This is an optimization exercise on Yosys and OpenROAD, whose aim is small area, a short achievable clock period and few clock cycles, not a production implementation. At most, simulation tests tie the RTL to the original design; equivalence was not proved. No activity file was given, so power comes from the tool's default toggle rates.

== wip/tundra ==
## lmfe_top
module lmfe_top (
	clk,
	reset,
	Din,
	in_en,
	busy,
	out_valid,
	Dout,
	sram_a,
	sram_d,
	sram_cen,
	sram_wen,
	sram_q
);
For scale: roughly 1700 cells after synthesis, about 600 flip-flops, ~49 I/O pins.
==> flow/config.mk <==
export PLATFORM = sky130hd
export DESIGN_NAME = lmfe_top
export DESIGN_NICKNAME = lmfe_top
export VERILOG_FILES = /design/flow/design.v
export SDC_FILE = /design/flow/constraint.sdc
export NUM_CORES = 4
export LEC_CHECK = 0
export CAP_MARGIN = 20
export CORE_MARGIN = 2
export CORE_UTILIZATION = 40
export PLACE_DENSITY = 0.55
export SLEW_MARGIN = 20
==> flow/constraint.sdc <==
create_clock -name core_clock -period 10.0 [get_ports {clk}]
set_input_delay 2.0000 -clock core_clock [delete_from_list [all_inputs] [get_ports {clk}]]
set_output_delay 2.0000 -clock core_clock [all_outputs]
set_load 0.01 [all_outputs]
standard.sh (not shown) runs the stock make flow with config.mk's settings and CLKGATE_MAP_FILE= SYNTH_SCRIPT=/design/flow/synth_recipe.tcl, a recipe that flattens the netlist after the stock synthesis.
==> flow/flow/run.sh <==
#!/bin/bash
set -euo pipefail
bash standard.sh SETUP_SLACK_MARGIN=6.3 finish > standard.log 2>&1
wip/tundra: no failed stages, no open violations at the end
diff inputs: wip/tundra => wip/sierra
# wip/tundra
export LEC_CHECK = 0
export CAP_MARGIN = 20
export CORE_MARGIN = 2
export CORE_UTILIZATION = 40
export PLACE_DENSITY = 0.55
export SLEW_MARGIN = 20
create_clock -name core_clock -period 10.0 [get_ports {clk}]
# wip/sierra
export LEC_CHECK = 0
export CAP_MARGIN = 20
export CORE_MARGIN = 2
export CORE_UTILIZATION = 40
export PLACE_DENSITY = 0.55
export SETUP_SLACK_MARGIN = 5
export SLEW_MARGIN = 20
create_clock -name core_clock -period 10.0 [get_ports {clk}]
==> flow/run.sh (new file) <==
#!/bin/bash
# synth_recipe.tcl (not shown) runs the flow's synth.tcl, then flattens the netlist and writes it again
# the make line also repeats each setting of config.mk as NAME=value (left out here)
make -C /OpenROAD-flow-scripts/flow DESIGN_CONFIG=/design/flow/config.mk WORK_HOME=/design/flow/orfs CLKGATE_MAP_FILE= SYNTH_SCRIPT=/design/flow/synth_recipe.tcl finish
removed: flow/flow/run.sh
removed: flow/standard.sh
[summary]
- Result: PASS for each of wip/sierra and wip/tundra
- wip/sierra against wip/tundra: overall routing resource usage decreased by 1.1 points relative to the old numbers, non-clock buffer count decreased by 43 relative to the old numbers, routed wire length decreased by 3400 um relative to the old numbers, post-route met1 wirelength decreased by about 5% relative to the old numbers.
- [compare] base=wip/tundra new=wip/sierra: buffers inserted during post-CTS setup optimization shows a reduction of 24; maximum frequency from static timing analysis shows a reduction of about 11%; detail-routed via count per cell shows a reduction of 0.056.
What wip/zinc does differently from wip/sierra at the input level:
# wip/sierra
export LEC_CHECK = 0
export CAP_MARGIN = 20
export CORE_MARGIN = 2
export CORE_UTILIZATION = 40
export PLACE_DENSITY = 0.55
export SETUP_SLACK_MARGIN = 5
export SLEW_MARGIN = 20
create_clock -name core_clock -period 10.0 [get_ports {clk}]
# wip/zinc
export LEC_CHECK = 0
export CAP_MARGIN = 20
export CORE_MARGIN = 2
export CORE_UTILIZATION = 40
export CTS_BUF_LIST = sky130_fd_sc_hd__clkbuf_4 sky130_fd_sc_hd__clkbuf_8
export CTS_CLUSTER_SIZE = 20
export PLACE_DENSITY = 0.55
export SLEW_MARGIN = 20
create_clock -name core_clock -period 10.0 [get_ports {clk}]
==> flow/flow/run.sh (new file) <==
#!/bin/bash
set -euo pipefail
bash standard.sh SETUP_SLACK_MARGIN=6.3 finish > standard.log 2>&1
==> flow/standard.sh (new file) <==
#!/bin/bash
# synth_recipe.tcl (not shown) runs the flow's synth.tcl, then flattens the netlist and writes it again
# the make line also repeats each setting of config.mk as NAME=value (left out here)
make -C /OpenROAD-flow-scripts/flow DESIGN_CONFIG=/design/flow/config.mk WORK_HOME=/design/flow/orfs CLKGATE_MAP_FILE= SYNTH_SCRIPT=/design/flow/synth_recipe.tcl "${@:-finish}"
removed: flow/run.sh
--- outcome ---
- Of wip/zinc and wip/sierra, it is wip/zinc that has the lower total net switching power.
- Compared to wip/sierra, the routing of wip/zinc uses more wire.
- Measured against each other, wip/zinc and wip/sierra differ in hold slack, the lower figure coming from wip/zinc.
- The largest power group comes out clock in one run and registers in the other, namely in wip/sierra and wip/zinc respectively.
- Max sequential share of cell area across wip/zinc and wip/sierra: wip/sierra
Function was not checked in any run of this note: the RTL went through the layout flow alone.

Setup of exp/delta:
lmfe_top, a different RTL version from the one above (not shown whole).
For scale: ~1900 cells after synthesis, roughly 49 I/O pins.
clock: 10.0 ns
lec_check: 0
cap_margin: 20
core_margin: 2
core_utilization: 48
cts_cluster_diameter: 60
cts_cluster_size: 24
place_density: 0.62
slew_margin: 20
==> flow/flow/run.sh <==
#!/bin/bash
set -euo pipefail
bash standard.sh SETUP_SLACK_MARGIN=6.7 finish > standard.log 2>&1
In summary, exp/delta completed successfully, with a layout that passed the timing, design-rule and antenna checks.
Testbench counts of exp/delta, summed over its fixed seeds: cycles 706,620.
--- input diff exp/delta..exp/xenon ---
==> flow/flow/run.sh <==
#!/bin/bash
set -euo pipefail
bash standard.sh SETUP_SLACK_MARGIN=6.6 finish > standard.log 2>&1
diff --git a/flow/config.mk b/flow/config.mk
--- a/flow/config.mk
+++ b/flow/config.mk
@@ -9,6 +9,6 @@
 export CORE_MARGIN = 2
-export CORE_UTILIZATION = 48
+export CORE_UTILIZATION = 55
 export CTS_CLUSTER_DIAMETER = 60
 export CTS_CLUSTER_SIZE = 24
-export PLACE_DENSITY = 0.62
+export PLACE_DENSITY = 0.7
 export SLEW_MARGIN = 20
--- outcome ---
exp/xenon went all the way through the flow, and no timing, DRC or antenna check failed. Re first-pass GRT wire length: exp/xenon is about 1% down on exp/delta. Layout inverter count without the clock tree (lower): exp/delta. Taking exp/delta as the reference point, the area growth from synthesis to layout of exp/xenon falls by 1.6 points. In exp/xenon, fraction of power consumed by sequential logic is higher than in exp/delta. Delta (exp/xenon minus exp/delta): combinational share of power decreased 1.9 points, half-perimeter wire length of the detailed placement result decreased 1000 um, number of standard cells in the final layout excluding fillers decreased 95.
Input changes introduced in exp/raven (baseline for comparison: exp/xenon):
==> flow/flow/run.sh <==
#!/bin/bash
set -euo pipefail
bash standard.sh SETUP_SLACK_MARGIN=6.5 finish > standard.log 2>&1
diff --git a/flow/config.mk b/flow/config.mk
--- a/flow/config.mk
+++ b/flow/config.mk
@@ -9,6 +9,6 @@
 export CORE_MARGIN = 2
-export CORE_UTILIZATION = 55
+export CORE_UTILIZATION = 48
 export CTS_CLUSTER_DIAMETER = 60
 export CTS_CLUSTER_SIZE = 24
-export PLACE_DENSITY = 0.7
+export PLACE_DENSITY = 0.62
 export SLEW_MARGIN = 20
Total power: exp/raven below exp/xenon. exp/raven | status: complete | timing, DRC, antenna: pass. Routability-driven placement congestion ratio on exp/raven is down relative to exp/xenon. [exp/raven vs exp/xenon] time the final worst path needs with I/O delays and setup: higher in exp/raven. exp/xenon reports its worst setup path endpoint as i_lmfe_med49.flag[31]$_DFF_P_ while exp/raven reports Dout[1]. exp/raven -> exp/xenon: share of cell area taken by muxes after synthesis delta 0, exact match. Re final period utilization: exp/raven and exp/xenon aren't equal, and the higher value belongs to exp/raven. Re DRC violation total after the first TritonRoute iteration: exp/raven and exp/xenon aren't equal, and the lower value belongs to exp/xenon. Diff exp/xenon -> exp/raven: final cell count without fillers rose about 2.8%, buffering overhead fell 0.77 points, area growth from synthesis to layout fell 2.1 points, clock skew about even, final cell area excluding filler cells fell about 1.9%. A cell with the biggest individual delay on the critical path of sky130_fd_sc_hd__fa_1 is what exp/xenon shows, while sky130_fd_sc_hd__clkdlybuf4s50_1 belongs to exp/raven.
Input-level comparison between exp/pepper and exp/raven:
==> flow/flow/run.sh <==
#!/bin/bash
set -euo pipefail
bash standard.sh SETUP_SLACK_MARGIN=6.6 finish > standard.log 2>&1
Taking exp/raven as the reference, in exp/pepper routed metal-1 wirelength higher; post-layout instance area up about 2%; wire length per cell rose 1.2%; count of inverters other than clock inverters in the layout went up. Met1 capacity usage during global routing (exp/pepper over exp/raven): decrease, 0.19 points. exp/pepper vs. exp/raven: buffer count excluding the clock tree in the final layout has increased, number of setup violations in the final report has remained practically unchanged, area growth from synthesis to layout has increased.

re-timing with driven ports:
The flow's constraints put no driver on any port. The routed layouts listed below were extracted and timed again, unchanged, in two steps. Step 1 assumes that a clkbuf_16 drives the clock port and a buf_2 every other input. Step 2, shift: input delay + t, output delay - t, t = (earliest + latest rising clock arrival at the registers) / 2. This alone moves slack from input paths to output paths. Three values: ideal ports, drivers, drivers and shift; two values: the first two.
run	t (ns)	setup slack, ns	worst register clock-pin slew, ns	cell pins on the clock port's net
wip/tundra	0.657	5.694 / 5.694 / 5.694	0.07 / 0.07	1
wip/sierra	0.655	5.146 / 5.146 / 5.146	0.07 / 0.07	1
wip/zinc	0.728	5.737 / 5.737 / 5.737	0.07 / 0.07	1
exp/delta	0.626	6.595 / 6.595 / 6.288	0.09 / 0.09	1
exp/xenon	0.623	6.573 / 6.573 / 6.371	0.09 / 0.09	1
exp/raven	0.633	6.555 / 6.499 / 6.345	0.09 / 0.09	1
exp/pepper	0.627	6.608 / 6.600 / 6.357	0.09 / 0.09	1
After both steps setup and hold are still met in every run listed. The setup slack of exp/delta, which loses most, moves by 0.000 ns with the drivers and by -0.307 ns with both steps.
